Context: an optimization exercise on an open-source flow, tuned for small area. The choices shown serve that exercise and are no tape-out recipe.
Where RTL was checked, it was by simulation tests only, not by an equivalence proof against the original.
Power is estimated from default activity; no workload was simulated.

Setup of old:
// seg_led_top
module seg_led_top(
    input sys_clk,
    input sys_rst_n,
    input [3:0] keys,
    output [3:0] leds,
    output [5:0] seg_sel,
    output [7:0] seg_led
);
==> module tune_offset, before the edit <==
module tune_offset(
    input clk,
    input rst_n,
    input active,            
    input [1:0] tune,        
    input k_left,
    input k_right,
    output reg [8:0] eh,
    output reg [5:0] em,
    output reg [5:0] es
);
    wire [11:0] ms = {em, es};
    wire h_m146 = (eh == 9'h16e);    
    wire h_m145 = (eh == 9'h16f);    
    wire h_144  = (eh == 9'd144);
    wire h_145  = (eh == 9'd145);
    reg hold_l;
    reg hold_r;
    always @(*) begin
        case (tune)
            2'd3: begin
                hold_l = h_m146 | (h_m145 & (ms <= {6'd21, 6'd52}));    
                hold_r = h_145 | (h_144 & (ms >= {6'd38, 6'd9}));       
            end
            2'd2: begin
                hold_l = h_m146 & (ms <= {6'd22, 6'd52});               
                hold_r = h_145 & (ms >= {6'd37, 6'd9});                 
            end
            default: begin
                hold_l = h_m146 & (ms <= {6'd21, 6'd53});               
                hold_r = h_145 & (ms >= {6'd38, 6'd8});                 
            end
        endcase
    end
    wire step = (k_left & ~hold_l) | (k_right & ~hold_r);
    wire up = k_right;
    wire s_step = (tune == 2'd1);
    wire s_wrap = up ? (es == 6'd59) : (es == 6'd0);
    wire m_step = (tune == 2'd2) | (s_step & s_wrap);
    wire m_wrap = up ? (em == 6'd59) : (em == 6'd0);
    wire h_step = (tune == 2'd3) | (m_step & m_wrap);
    wire [5:0] es_n = s_wrap ? {~up, ~up, ~up, 1'b0, ~up, ~up} : es + {{5{~up}}, 1'b1};
    wire [5:0] em_n = m_wrap ? {~up, ~up, ~up, 1'b0, ~up, ~up} : em + {{5{~up}}, 1'b1};
    wire [8:0] eh_n = eh + {{8{~up}}, 1'b1};
    always @(posedge clk) begin
        if (!active || tune == 2'd0) begin
            eh <= 9'd0;
            em <= 6'd0;
            es <= 6'd0;
        end
        else if (step) begin
            if (s_step) es <= es_n;
            if (m_step) em <= em_n;
            if (h_step) eh <= eh_n;
        end
    end
endmodule
Settings: LEC_CHECK=0, CAP_MARGIN=20, CORE_MARGIN=2, CORE_UTILIZATION=40, CTS_BUF_LIST=sky130_fd_sc_hd__clkbuf_16, CTS_CLUSTER_DIAMETER=100, CTS_CLUSTER_SIZE=24, SLEW_MARGIN=20; clock period 20.0 ns.
run.sh (not shown) runs the stock make flow with config.mk's settings and CLKGATE_MAP_FILE= SYNTH_SCRIPT=/design/flow/synth_recipe.tcl, a recipe that flattens the netlist after the stock synthesis.
old finished every stage and its layout cleared the timing, DRC and antenna checks.
Changes in new relative to old:
==> flow/design.v, changed modules only <==
module tune_offset(
    input clk,
    input rst_n,
    input active,            
    input [1:0] tune,        
    input k_left,
    input k_right,
    output reg [8:0] eh,
    output reg [5:0] em,
    output reg [5:0] es
);
    wire [11:0] ms = {em, es};
    wire h_neg_end = eh[8] & ~eh[7] & ~eh[4];    
    wire h_pos_end = ~eh[8] & eh[7] & eh[4];     
    wire h_m146 = h_neg_end & ~eh[0];
    wire h_m145 = h_neg_end & eh[0];
    wire h_144  = h_pos_end & ~eh[0];
    wire h_145  = h_pos_end & eh[0];
    reg hold_l;
    reg hold_r;
    always @(*) begin
        case (tune)
            2'd3: begin
                hold_l = h_m146 | (h_m145 & (ms <= {6'd21, 6'd52}));    
                hold_r = h_145 | (h_144 & (ms >= {6'd38, 6'd9}));       
            end
            2'd2: begin
                hold_l = h_m146 & (ms <= {6'd22, 6'd52});               
                hold_r = h_145 & (ms >= {6'd37, 6'd9});                 
            end
            default: begin
                hold_l = h_m146 & (ms <= {6'd21, 6'd53});               
                hold_r = h_145 & (ms >= {6'd38, 6'd8});                 
            end
        endcase
    end
    wire up = k_right;
    wire go = (k_left & ~hold_l) | (k_right & ~hold_r);
    wire clr = ~active | (tune == 2'd0);
    wire [5:0] ts = es ^ {6{~up}};
    wire [5:0] tm = em ^ {6{~up}};
    wire [8:0] th = eh ^ {9{~up}};
    wire [5:0] fs = {&ts[4:0], &ts[3:0], &ts[2:0], &ts[1:0], ts[0], 1'b1};
    wire [5:0] fm = {&tm[4:0], &tm[3:0], &tm[2:0], &tm[1:0], tm[0], 1'b1};
    wire [8:0] fh = {&th[7:0], &th[6:0], &th[5:0], &th[4:0], &th[3:0], &th[2:0], &th[1:0], th[0], 1'b1};
    wire s_wrap = up ? (es == 6'd59) : (es == 6'd0);
    wire m_wrap = up ? (em == 6'd59) : (em == 6'd0);
    wire [5:0] wrap_val = {~up, ~up, ~up, 1'b0, ~up, ~up};
    wire s_step = (tune == 2'd1);
    wire m_step = (tune == 2'd2) | (s_step & s_wrap);
    wire h_step = (tune == 2'd3) | (m_step & m_wrap);
    always @(posedge clk) begin
        if (clr) es <= 6'd0;
        else if (go & s_step) es <= s_wrap ? wrap_val : es ^ fs;
        if (clr) em <= 6'd0;
        else if (go & m_step) em <= m_wrap ? wrap_val : em ^ fm;
        if (clr) eh <= 9'd0;
        else if (go & h_step) eh <= eh ^ fh;
    end
endmodule
==> summary.txt <==
The final layout from new, which completed every stage, passed the timing, DRC and antenna checks at the end of the flow.
Against old, overall power of the completed layout in new fell by a few percent.
Compared new vs old, and via count of the first global-routing pass is down in new.
Changes observed in new relative to old: maximum fanout count along the critical path picked up an extra 8; met2 usage grew by 0.23 points; logic depth of the worst path, buffers included increased 4.

========
Another version of the RTL of seg_led_top (not shown whole).
For scale: about 1200 cells after synthesis, ~12000 um2 of cells after synthesis.
==> module count, before the edit <==
module count(
    input clk,
    input rst_n,
    input tick,              
    input run,
    input in_tuning,
    input in_atuning,
    input k_confirm,
    input e_neg,             
    input [17:0] abs_c,      
    input [17:0] abs_a,      
    input started,           
    output reg [16:0] cnt_j,
    output reg [16:0] cnt_alm,
    output reg reach
);
    localparam [16:0] MIDNIGHT = {5'd24, 6'd0, 6'd0};
    reg [16:0] cnt_i;
    reg [16:0] cnt_tmp;
    wire [16:0] x = ({17{in_tuning}} & cnt_i) | ({17{in_atuning}} & cnt_tmp);
    wire [17:0] a = ({18{in_tuning}} & abs_c) | ({18{in_atuning}} & abs_a);
    wire [16:0] r;
    wire bad;
    alarm u_add (.x(x), .a(a), .sub(e_neg ^ a[17]), .r(r), .bad(bad));
    wire cs = &{cnt_i[5:3], cnt_i[1:0]};
    wire cm = cs & (&{cnt_i[11:9], cnt_i[7:6]});
    wire [16:0] cnt_inc = {cm ? cnt_i[16:12] + 5'd1 : cnt_i[16:12],
                           cs ? (cm ? 6'd0 : cnt_i[11:6] + 6'd1) : cnt_i[11:6],
                           cs ? 6'd0 : cnt_i[5:0] + 6'd1};
    wire at_mid = cnt_i[16] & cnt_i[15];
    always @(posedge clk or negedge rst_n) begin
        if (!rst_n) begin
            cnt_i <= 17'd0;
            cnt_j <= 17'd0;
        end
        else begin
            if (in_tuning && k_confirm)
                cnt_i <= cnt_j;
            else if (tick) begin
                if (at_mid)
                    cnt_i <= 17'd0;
                else if (run)
                    cnt_i <= cnt_inc;
            end
            if (!in_tuning)
                cnt_j <= cnt_i;
            else if (!bad)
                cnt_j <= r;
        end
    end
    always @(posedge clk) begin
        if (~started)
            cnt_tmp <= MIDNIGHT;
        else if (in_atuning && k_confirm)
            cnt_tmp <= cnt_alm;
    end
    always @(posedge clk) begin
        if (!in_atuning)
            cnt_alm <= cnt_tmp;
        else
            cnt_alm <= bad ? MIDNIGHT : r;
        reach <= started & (cnt_j == cnt_alm);
    end
endmodule
==> module tune_offset, before the edit <==
module tune_offset(
    input clk,
    input rst_n,
    input active,            
    input [1:0] tune,        
    input k_left,
    input k_right,
    output reg [8:0] eh,
    output reg [5:0] em,
    output reg [5:0] es
);
    wire [11:0] ms = {em, es};
    wire h_neg_end = eh[8] & ~eh[7] & ~eh[4];    
    wire h_pos_end = ~eh[8] & eh[7] & eh[4];     
    wire h_m146 = h_neg_end & ~eh[0];
    wire h_m145 = h_neg_end & eh[0];
    wire h_144  = h_pos_end & ~eh[0];
    wire h_145  = h_pos_end & eh[0];
    reg hold_l;
    reg hold_r;
    always @(*) begin
        case (tune)
            2'd3: begin
                hold_l = h_neg_end;                                     
                hold_r = h_145;                                         
            end
            2'd2: begin
                hold_l = h_m146 & (ms <= {6'd22, 6'd52});               
                hold_r = h_145 & (ms >= {6'd37, 6'd9});                 
            end
            default: begin
                hold_l = h_m146 & (ms <= {6'd21, 6'd53});               
                hold_r = h_145 & (ms >= {6'd38, 6'd8});                 
            end
        endcase
    end
    wire up = k_right;
    wire go = (k_left & ~hold_l) | (k_right & ~hold_r);
    wire clr = ~active;      
    wire [5:0] ts = es ^ {6{~up}};
    wire [5:0] tm = em ^ {6{~up}};
    wire [8:0] th = eh ^ {9{~up}};
    wire [5:0] fs = {&ts[4:0], &ts[3:0], &ts[2:0], &ts[1:0], ts[0], 1'b1};
    wire [5:0] fm = {&tm[4:0], &tm[3:0], &tm[2:0], &tm[1:0], tm[0], 1'b1};
    wire [8:0] fh = {&th[7:0], &th[6:0], &th[5:0], &th[4:0], &th[3:0], &th[2:0], &th[1:0], th[0], 1'b1};
    wire s_wrap = up ? (es == 6'd59) : (es == 6'd0);
    wire m_wrap = up ? (em == 6'd59) : (em == 6'd0);
    wire [5:0] wrap_val = {~up, ~up, ~up, 1'b0, ~up, ~up};
    wire s_step = (tune == 2'd1);
    wire m_step = (tune == 2'd2) | (s_step & s_wrap);
    wire h_step = (tune == 2'd3) | (m_step & m_wrap);
    always @(posedge clk) begin
        if (clr) es <= 6'd0;
        else if (go & s_step) es <= s_wrap ? wrap_val : es ^ fs;
        if (clr) em <= 6'd0;
        else if (go & m_step) em <= m_wrap ? wrap_val : em ^ fm;
        if (clr) eh <= 9'd0;
        else if (go & h_step) eh <= eh ^ fh;
    end
endmodule
Settings: LEC_CHECK=0, CAP_MARGIN=20, CORE_MARGIN=2, CORE_UTILIZATION=40, CTS_BUF_LIST=sky130_fd_sc_hd__clkbuf_16, CTS_CLUSTER_DIAMETER=110, CTS_CLUSTER_SIZE=30, SLEW_MARGIN=20; clock period 20.0 ns.
Edit:
--- a/flow/design.v
+++ b/flow/design.v
@@ -140,12 +140,13 @@
                            cs ? 6'd0 : cnt_i[5:0] + 6'd1};
     wire at_mid = cnt_i[16] & cnt_i[15];
     always @(posedge clk or negedge rst_n) begin
         if (!rst_n) begin
             cnt_i <= 17'd0;
             cnt_j <= 17'd0;
+            cnt_tmp <= MIDNIGHT;
         end
         else begin
             if (in_tuning && k_confirm)
                 cnt_i <= cnt_j;
             else if (tick) begin
                 if (at_mid)
@@ -154,21 +155,17 @@
                     cnt_i <= cnt_inc;
             end
             if (!in_tuning)
                 cnt_j <= cnt_i;
             else if (!bad)
                 cnt_j <= r;
+            if (in_atuning && k_confirm)
+                cnt_tmp <= cnt_alm;
         end
     end
     always @(posedge clk) begin
-        if (~started)
-            cnt_tmp <= MIDNIGHT;
-        else if (in_atuning && k_confirm)
-            cnt_tmp <= cnt_alm;
-    end
-    always @(posedge clk) begin
         if (!in_atuning)
             cnt_alm <= cnt_tmp;
         else
             cnt_alm <= bad ? MIDNIGHT : r;
         reach <= started & (cnt_j == cnt_alm);
     end
@@ -193,14 +190,14 @@
     wire h_145  = h_pos_end & eh[0];
     reg hold_l;
     reg hold_r;
     always @(*) begin
         case (tune)
             2'd3: begin
-                hold_l = h_neg_end;                                     
-                hold_r = h_145;                                         
+                hold_l = h_m146 | (h_m145 & (ms <= {6'd21, 6'd52}));    
+                hold_r = h_145 | (h_144 & (ms >= {6'd38, 6'd9}));       
             end
             2'd2: begin
                 hold_l = h_m146 & (ms <= {6'd22, 6'd52});               
                 hold_r = h_145 & (ms >= {6'd37, 6'd9});                 
             end
             default: begin
@@ -208,13 +205,13 @@
                 hold_r = h_145 & (ms >= {6'd38, 6'd8});                 
             end
         endcase
     end
     wire up = k_right;
     wire go = (k_left & ~hold_l) | (k_right & ~hold_r);
-    wire clr = ~active;      
+    wire clr = ~active | (tune == 2'd0);
     wire [5:0] ts = es ^ {6{~up}};
     wire [5:0] tm = em ^ {6{~up}};
     wire [8:0] th = eh ^ {9{~up}};
     wire [5:0] fs = {&ts[4:0], &ts[3:0], &ts[2:0], &ts[1:0], ts[0], 1'b1};
     wire [5:0] fm = {&tm[4:0], &tm[3:0], &tm[2:0], &tm[1:0], tm[0], 1'b1};
     wire [8:0] fh = {&th[7:0], &th[6:0], &th[5:0], &th[4:0], &th[3:0], &th[2:0], &th[1:0], th[0], 1'b1};
Cell area rises by 1.9%.
Worst hold slack is worse by 0.014 ns.
Power grows by 33%.
Clock power barely changes.
Synthesized area grows by 1.9%.
Final cell count hardly moves.
Die area rose by 1.9%.
Routed wire length came out lower by 1.1%.
Setup slack improves by 0.48 ns.
Via count fell by 1.4%.
Global-route usage came out lower by 0.68 points.
First-iteration DRC count shrinks by 21%.
Non-clock buffer count falls by 3.
Utilization decreases by 0.21 points.

========
seg_led_top, a different RTL version from the one above (not shown whole).
Size: ~1,200 cells after synthesis, about 240 flip-flops, ~24 I/O pins, roughly 12,000 um2 of cells after synthesis.
// seg_led_top
module seg_led_top(
    input sys_clk,
    input sys_rst_n,
    input [3:0] keys,
    output [3:0] leds,
    output [5:0] seg_sel,
    output [7:0] seg_led
);
Settings: LEC_CHECK=0, CAP_MARGIN=20, CORE_MARGIN=2, CORE_UTILIZATION=40, CTS_BUF_LIST=sky130_fd_sc_hd__clkbuf_16, CTS_CLUSTER_DIAMETER=100, CTS_CLUSTER_SIZE=24, SLEW_MARGIN=20; clock period 20.0 ns.
Change:
--- a/flow/design.v
+++ b/flow/design.v
@@ -31,26 +31,31 @@
 endmodule
 module cnt2time(
     input clk,
     input rst_n,
     input in_tuning,
     input in_atuning,
-    input started,
     input [8:0] eh,
     input [5:0] em,
     input [5:0] es,
     output reg [17:0] abs_c,
     output reg [17:0] abs_a
 );
     wire hi = ~eh[8] & (|eh[7:5]);
     wire lo = eh[8] & ~(&eh[7:5]);
     wire [5:0] hc = hi ? 6'd31 : lo ? 6'd32 : eh[5:0];
     wire [17:0] ec = {hc, em, es};
-    always @(posedge clk) begin
-        if (in_tuning | ~started) abs_c <= ec;
-        if (in_atuning | ~started) abs_a <= ec;
+    always @(posedge clk or negedge rst_n) begin
+        if (!rst_n) begin
+            abs_c <= 18'd0;
+            abs_a <= 18'd0;
+        end
+        else begin
+            if (in_tuning) abs_c <= ec;
+            if (in_atuning) abs_a <= ec;
+        end
     end
 endmodule
 module alarm(
     input [16:0] x,
     input [17:0] a,
     input sub,
@@ -79,13 +84,12 @@
     input in_tuning,
     input in_atuning,
     input k_confirm,
     input e_neg,             
     input [17:0] abs_c,      
     input [17:0] abs_a,      
-    input started,           
     output reg [16:0] cnt_j,
     output reg [16:0] cnt_alm,
     output reg reach
 );
     localparam [16:0] MIDNIGHT = {5'd24, 6'd0, 6'd0};
     reg [16:0] cnt_i;
@@ -103,12 +107,13 @@
     wire at_mid = (cnt_i[16:12] == 5'd24);
     always @(posedge clk or negedge rst_n) begin
         if (!rst_n) begin
             cnt_i <= 17'd0;
             cnt_j <= 17'd0;
             cnt_tmp <= MIDNIGHT;
+            cnt_alm <= MIDNIGHT;
         end
         else begin
             if (in_tuning && k_confirm)
                 cnt_i <= cnt_j;
             else if (tick) begin
                 if (at_mid)
@@ -117,23 +122,22 @@
                     cnt_i <= cnt_inc;
             end
             if (!in_tuning)
                 cnt_j <= cnt_i;
             else if (!bad)
                 cnt_j <= r;
+            if (!in_atuning)
+                cnt_alm <= cnt_tmp;
+            else
+                cnt_alm <= bad ? MIDNIGHT : r;
             if (in_atuning && k_confirm)
                 cnt_tmp <= cnt_alm;
         end
     end
-    always @(posedge clk) begin
-        if (!in_atuning)
-            cnt_alm <= cnt_tmp;
-        else
-            cnt_alm <= bad ? MIDNIGHT : r;
-        reach <= started & (cnt_j == cnt_alm);
-    end
+    always @(posedge clk)
+        reach <= (cnt_j == cnt_alm);
 endmodule
 module tune_offset(
     input clk,
     input rst_n,
     input active,            
     input [1:0] tune,        
@@ -301,14 +305,13 @@
     input p0,
     input rot,
     input alarm_next,
     input [16:0] cnt_j,
     input [16:0] cnt_alm,
     output [5:0] seg_sel,
-    output [7:0] seg_led,
-    output started           
+    output [7:0] seg_led
 );
     reg [2:0] cs;
     assign seg_sel = {cs != 3'd5, cs != 3'd4, cs != 3'd3, cs != 3'd2, cs != 3'd1, cs != 3'd0};
     reg [16:0] samp;
     reg [16:0] disp;
     reg [3:0] dig;
@@ -318,13 +321,13 @@
     wire sel_s = ~cs[2] & ~cs[1];
     wire sel_m = ~cs[2] & cs[1];
     wire sel_h = cs[2] & ~cs[1];
     wire sel_tens = cs[0];
     wire [5:0] fld = ({6{sel_s}} & disp[5:0]) | ({6{sel_m}} & disp[11:6]) | ({6{sel_h}} & {1'b0, disp[16:12]});
     wire [3:0] digit = sel_tens ? fld / 6'd10 : fld % 6'd10;
-    assign started = ~(&cs);         
+    wire started = ~(&cs);           
     reg [6:0] pat;
     always @(*) begin
         case (dig)
             4'd0: pat = 7'b1000000;
             4'd1: pat = 7'b1111001;
             4'd2: pat = 7'b0100100;
@@ -336,25 +339,25 @@
             4'd8: pat = 7'b0000000;
             4'd9: pat = 7'b0010000;
             default: pat = 7'b1111111;
         endcase
     end
     assign seg_led = {dot, pat};
-    always @(posedge clk) begin
-        if (p43 | ~started) begin
-            samp <= v;
-            disp <= samp;
-        end
-    end
     always @(posedge clk or negedge rst_n) begin
         if (!rst_n) begin
+            samp <= 17'd0;
+            disp <= 17'd0;
             cs <= 3'd7;
             dig <= 4'hf;
             dot <= 1'b1;
         end
         else begin
+            if (p43) begin
+                samp <= v;
+                disp <= samp;
+            end
             if (rot)
                 cs <= (cs[2] & cs[0]) ? 3'd0 : cs + 3'd1;
             if (!(p0 && started)) begin
                 dig <= digit;
                 dot <= ~(cs == 3'd2 || cs == 3'd4);
             end
@@ -431,33 +434,32 @@
     wire [5:0] es;
     tune_offset u_offset (
         .clk(clk), .rst_n(rst_n), .active(~st[1] & st[0]), .tune(tune),
         .k_left(k_left), .k_right(k_right),
         .eh(eh), .em(em), .es(es)
     );
-    wire started;
     wire [17:0] abs_c;
     wire [17:0] abs_a;
     cnt2time u_offsets (
         .clk(clk), .rst_n(rst_n), .in_tuning(in_tuning), .in_atuning(in_atuning),
-        .started(started), .eh(eh), .em(em), .es(es),
+        .eh(eh), .em(em), .es(es),
         .abs_c(abs_c), .abs_a(abs_a)
     );
     wire [16:0] cnt_j;
     wire [16:0] cnt_alm;
     count u_count (
         .clk(clk), .rst_n(rst_n), .tick(tick), .run(run),
         .in_tuning(in_tuning), .in_atuning(in_atuning), .k_confirm(k_confirm),
-        .e_neg(eh[8]), .abs_c(abs_c), .abs_a(abs_a), .started(started),
+        .e_neg(eh[8]), .abs_c(abs_c), .abs_a(abs_a),
         .cnt_j(cnt_j), .cnt_alm(cnt_alm), .reach(reach)
     );
     seg_led u_display (
         .clk(clk), .rst_n(rst_n), .p43(p43), .p0(p0), .rot(rot),
         .alarm_next(st_nx[2] & (st_nx[1] ^ st_nx[0])),
         .cnt_j(cnt_j), .cnt_alm(cnt_alm),
-        .seg_sel(seg_sel), .seg_led(seg_led), .started(started)
+        .seg_sel(seg_sel), .seg_led(seg_led)
     );
     led_ctrl u_leds (
         .clk(clk), .rst_n(rst_n), .st(st), .tune(tune), .blink(blink),
         .leds(leds)
     );
 endmodule
The new run completed with no timing, DRC or antenna violations. Clock-buffer cell count is unchanged. Total power barely changes. Clock skew stays flat. Die area grows by 2.8%. Routed wire length rose by 1.9%. Non-clock buffer count rose by 3. Worst setup slack gets worse by 440 ps. Via count climbs by 4.9%. Combinational power grows by about 10%. Final area grows by 2.9%. Utilization shrinks by 0.13 points. Area after synthesis went up by 2.8%.
No functional check of the RTL was part of the second run of this note.

re-timing with driven ports:
The flow's constraints put no driver on any port. The routed layouts listed below were extracted and timed again, unchanged, in two steps. Step 1, drivers: a clkbuf_16 drives sys_clk and a buf_2 each remaining input, both assumed. Step 2 adds t to the input delays and takes it off the output delays; t is the mean of the earliest and latest rising clock arrival at the registers after step 1. Input paths then give back, and output paths get back, about the clock's delay inside the block. Three values: no drivers, after step 1, after step 2; two values: the first two.
run	t (ns)	setup WS [ns]	worst hold slack (ns)
old	0.544	11.267 / 11.267 / 11.267	0.369 / 0.369 / 0.369
new	0.526	10.879 / 10.879 / 10.879	0.375 / 0.375 / 0.375
the first run of note 2	0.520	8.635 / 8.635 / 8.635	0.379 / 0.379 / 0.379
the second run of note 2	0.525	9.111 / 9.111 / 9.111	0.365 / 0.365 / 0.365
the first run of note 3	0.513	12.220 / 12.220 / 12.220	0.376 / 0.376 / 0.376
the second run of note 3	0.538	11.777 / 11.777 / 11.777	0.370 / 0.370 / 0.370
After both steps setup and hold are still met in every run listed.
